Context: an optimization exercise on an open-source flow, tuned for small area and a short achievable clock period. The choices shown serve that exercise and are no tape-out recipe. RTL that was checked went through simulation tests only; none was proved equivalent to the original. Power figures rest on the tool's default switching activity, not on a simulated workload.

## classical_ctrl
module classical_ctrl(
    input  logic        clk,
    input  logic        rst,
    input  logic [31:0] i_q_measurement,
    output logic        q_time_write,
    output logic        q_time_sel,
    output logic [1:0]  q_reg_write,
    output logic        q_slm,
    output logic        q_rot,
    output logic [31:0] q_inst,
    output logic [31:0] q_time_reg,
    output logic [4:0]  meas_rd_addr,
    output logic        pram_en,
    output logic        pram_rd_en,
    output logic [10:0] pram_addr,
    input  logic [31:0] instruction,
    output logic        dram_en,
    output logic        dram_rd_en,
    output logic        dram_wr_en,
    output logic [10:0] dram_addr,
    output logic [31:0] dram_din,
    input  logic [31:0] data_read,
    input  logic [31:0] start_sig,
    output logic [31:0] end_sig
);
Size: roughly 3600 cells after synthesis, ~300 I/O pins, ~48000 µm² of cells after synthesis.
==> flow/config.mk <==
export PLATFORM = sky130hd
export DESIGN_NAME = classical_ctrl
export DESIGN_NICKNAME = classical_ctrl
export VERILOG_FILES = /design/flow/design.v
export SDC_FILE = /design/flow/constraint.sdc
export NUM_CORES = 4
export LEC_CHECK = 0
export CAP_MARGIN = 20
export CORE_MARGIN = 2
export CORE_UTILIZATION = 40
export PLACE_DENSITY = 0.7
export SETUP_SLACK_MARGIN = 3.0
export SLEW_MARGIN = 20
export SYNTH_HIERARCHICAL = 1
export SYNTH_MINIMUM_KEEP_SIZE = 0
export TNS_END_PERCENT = 100
==> flow/constraint.sdc <==
create_clock -name core_clock -period 10.0 [get_ports {clk}]
set_input_delay 2.0000 -clock core_clock [delete_from_list [all_inputs] [get_ports {clk}]]
set_output_delay 2.0000 -clock core_clock [all_outputs]
set_load 0.01 [all_outputs]
standard.sh (not shown) runs the stock make flow with config.mk's settings and CLKGATE_MAP_FILE= SYNTH_SCRIPT=/design/flow/synth_recipe.tcl, a recipe that flattens the netlist after the stock synthesis.
==> flow/flow/run.sh <==
#!/bin/bash
# Standard ORFS layout with three changes: plain buffers (not delay cells) on
# the ports, a bit-sliced placement of the register file flip-flops before
# global placement (flow/place_regs.tcl), and clock tree synthesis without
# dummy loads.
set -euo pipefail
F="$(pwd)/flow"
export BUFFER_PORTS_ARGS="-buffer_cell sky130_fd_sc_hd__buf_1"
export PRE_GLOBAL_PLACE_SKIP_IO_TCL="$F/place_regs.tcl"
export POST_DETAIL_PLACE_TCL="$F/release_regs.tcl"
export CTS_ARGS="-sink_clustering_enable -repair_clock_nets -dont_use_dummy_load -buf_list sky130_fd_sc_hd__clkbuf_8 -sink_clustering_size 14 -sink_clustering_max_diameter 60"
bash standard.sh finish > standard_flow.log 2>&1
Other scripts of this flow, unchanged in this note and not shown: flow/flow/place_regs.tcl, flow/flow/release_regs.tcl
Change:
--- a/flow/flow/run.sh
+++ b/flow/flow/run.sh
@@ -9,4 +9,4 @@
 export PRE_GLOBAL_PLACE_SKIP_IO_TCL="$F/place_regs.tcl"
 export POST_DETAIL_PLACE_TCL="$F/release_regs.tcl"
-export CTS_ARGS="-sink_clustering_enable -repair_clock_nets -dont_use_dummy_load -buf_list sky130_fd_sc_hd__clkbuf_8 -sink_clustering_size 14 -sink_clustering_max_diameter 60"
+export CTS_ARGS="-sink_clustering_enable -repair_clock_nets -dont_use_dummy_load -buf_list sky130_fd_sc_hd__clkbuf_8 -sink_clustering_size 16 -sink_clustering_max_diameter 70"
 bash standard.sh finish > standard_flow.log 2>&1
Settings changed: PLACE_DENSITY 0.7 to 0.6, SETUP_SLACK_MARGIN 3.0 to 3.3.
Routed wire length increases by about 2%.
Hold slack improves by 0.0099 ns.
Die area stays the same.
Cell area went up by 2.5%.
Global-route usage is higher by 0.29 points.
Combinational power climbs by about 10%.
Setup slack gets worse by 0.0049 ns.
First-iteration DRC count went down by about 6%.
Power went up by about 0.3%.
Non-clock buffer count goes up by 93.

== the reference run ==
Another version of the RTL of classical_ctrl (not shown whole).
Size: about 3,300 cells after synthesis, ~300 I/O pins, roughly 47,000 µm² of cells after synthesis.
// classical_ctrl
module classical_ctrl(
    input  logic        clk,
    input  logic        rst,
    input  logic [31:0] i_q_measurement,
    output logic        q_time_write,
    output logic        q_time_sel,
    output logic [1:0]  q_reg_write,
    output logic        q_slm,
    output logic        q_rot,
    output logic [31:0] q_inst,
    output logic [31:0] q_time_reg,
    output logic [4:0]  meas_rd_addr,
    output logic        pram_en,
    output logic        pram_rd_en,
    output logic [10:0] pram_addr,
    input  logic [31:0] instruction,
    output logic        dram_en,
    output logic        dram_rd_en,
    output logic        dram_wr_en,
    output logic [10:0] dram_addr,
    output logic [31:0] dram_din,
    input  logic [31:0] data_read,
    input  logic [31:0] start_sig,
    output logic [31:0] end_sig
);
    logic [6:0] op;
    logic [4:0] rd, rs1, rs2, rsb;
    assign op  = instruction[6:0];
    assign rd  = instruction[11:7];
    assign rs1 = instruction[19:15];
    assign rs2 = instruction[24:20];
    logic is_ldi, is_ldui, is_or, is_xor, is_and, is_not, is_add, is_sub;
    logic is_ld, is_st, is_cmp, is_fbr, is_fmr, is_br, is_jump, is_stop;
  ...
clock: 10.0 ns
lec_check: 0
cap_margin: 20
core_margin: 2
core_utilization: 40
place_density: 0.6
setup_slack_margin: 0.4
slew_margin: 20
synth_hierarchical: 1
synth_minimum_keep_size: 0
run.sh (not shown) runs the stock make flow with config.mk's settings and CLKGATE_MAP_FILE= SYNTH_SCRIPT=/design/flow/synth_recipe.tcl, a recipe that flattens the netlist after the stock synthesis.
Stock flow here: none of the scripts above is used.
The reference run finished all stages; the layout is clean.
[inputs] the trial run vs the reference run
==> flow/flow/run.sh (new file) <==
#!/bin/bash
# Standard ORFS layout, with plain buffers (not delay cells) on the ports.
set -euo pipefail
export BUFFER_PORTS_ARGS="-buffer_cell sky130_fd_sc_hd__buf_2"
bash standard.sh finish > standard_flow.log 2>&1
==> flow/standard.sh (new file) <==
#!/bin/bash
# synth_recipe.tcl (not shown) runs the flow's synth.tcl, then flattens the netlist and writes it again
# the make line also repeats each setting of config.mk as NAME=value (left out here)
make -C /OpenROAD-flow-scripts/flow DESIGN_CONFIG=/design/flow/config.mk WORK_HOME=/design/flow/orfs CLKGATE_MAP_FILE= SYNTH_SCRIPT=/design/flow/synth_recipe.tcl "${@:-finish}"
removed: flow/run.sh
### Flow results
Number of gates on the worst path with buffers counted for the trial run is lower than for the reference run. Between the reference run and the trial run, the difference in signal arrival time at the worst endpoint is negligible. A global routing's busiest layer of met2 is what the reference run shows, while met1 belongs to the trial run. Changes observed in the trial run relative to the reference run: final worst setup slack +0.022 ns; post-detailed-routing wire length ~0 delta; sequential share of layout area +1.3 points. Between the reference run and the trial run, the difference in achievable frequency is negligible.
Function was not checked in any run of this note: the RTL went through the layout flow alone.

TR:
Another version of the RTL of classical_ctrl (not shown whole).
For scale: about 1000 flip-flops, about 300 I/O pins, about 0.047 sq mm of cells after synthesis.
==> flow/config.mk <==
export PLATFORM = sky130hd
export DESIGN_NAME = classical_ctrl
export DESIGN_NICKNAME = classical_ctrl
export VERILOG_FILES = /design/flow/design.v
export SDC_FILE = /design/flow/constraint.sdc
export NUM_CORES = 4
export LEC_CHECK = 0
export CAP_MARGIN = 20
export CORE_MARGIN = 2
export CORE_UTILIZATION = 40
export PLACE_DENSITY = 0.6
export SETUP_SLACK_MARGIN = 3.8
export SLEW_MARGIN = 20
export SYNTH_HIERARCHICAL = 1
export SYNTH_MINIMUM_KEEP_SIZE = 0
==> flow/constraint.sdc <==
create_clock -name core_clock -period 10.0 [get_ports {clk}]
set_input_delay 2.0000 -clock core_clock [delete_from_list [all_inputs] [get_ports {clk}]]
set_output_delay 2.0000 -clock core_clock [all_outputs]
set_load 0.01 [all_outputs]
standard.sh (not shown) runs the stock make flow with config.mk's settings and CLKGATE_MAP_FILE= SYNTH_SCRIPT=/design/flow/synth_recipe.tcl, a recipe that flattens the netlist after the stock synthesis.
==> flow/flow/run.sh <==
#!/bin/bash
# Standard ORFS layout, with plain buffers (not delay cells) on the ports.
set -euo pipefail
export BUFFER_PORTS_ARGS="-buffer_cell sky130_fd_sc_hd__buf_2"
bash standard.sh finish > standard_flow.log 2>&1
The following lists how MS was set up differently from TR:
--- a/flow/config.mk
+++ b/flow/config.mk
@@ -10,5 +10,5 @@
 export CORE_UTILIZATION = 40
 export PLACE_DENSITY = 0.6
-export SETUP_SLACK_MARGIN = 3.8
+export SETUP_SLACK_MARGIN = 0.4
 export SLEW_MARGIN = 20
 export SYNTH_HIERARCHICAL = 1
Notes after the runs:
MS: PASS, flow complete, no timing, DRC or antenna violations
[compare] base=TR new=MS: number of cells on the worst reg-to-reg path saw a decrease; synthesis-to-layout area growth saw a decrease; via count saw a decrease.
Function was not checked in any run of this note: the RTL went through the layout flow alone.

==> re-timing with driven ports <==
In the flow no input, the clock included, has a driving cell. The finished layouts below were timed again as built, in two steps. Step 1 (the two cells are an assumption about what drives the block):
set clk [get_ports {clk}]
set_driving_cell -lib_cell sky130_fd_sc_hd__clkbuf_16 $clk
set_driving_cell -lib_cell sky130_fd_sc_hd__buf_2 [delete_from_list [all_inputs] $clk]
Step 2 adds t to the input delays and takes it off the output delays; t is the mean of the earliest and latest rising clock arrival at the registers after step 1. Input paths then give back, and output paths get back, about the clock's delay inside the block. Three values: ideal, step 1, step 2; two values: the first two.
run	shift t [ns]	slack for setup (ns)	hold slack, ns	worst slew at a driven data input, ns	cell pins on the clock port's net
the first run of note 1	0.866	2.799 / 2.716 / 2.244	0.565 / 0.565 / 0.565	0.21	1
the second run of note 1	0.838	2.794 / 2.595 / 2.438	0.575 / 0.575 / 0.575	0.25	1
the reference run	0.770	0.507 / 0.514 / -0.219	0.567 / 0.567 / 0.567	0.09	1
the trial run	0.776	0.529 / 0.580 / -0.196	0.575 / 0.575 / 0.575	0.06	1
TR	0.760	2.599 / 2.544 / 2.313	0.548 / 0.548 / 0.548	0.09	1
MS	0.752	1.220 / 1.270 / 0.518	0.575 / 0.575 / 0.575	0.10	1
With both steps, setup timing fails in the reference run and the trial run, where it was met with ideal ports. The setup slack of the reference run, which loses most, moves by +0.007 ns with the drivers and by -0.726 ns with both steps.
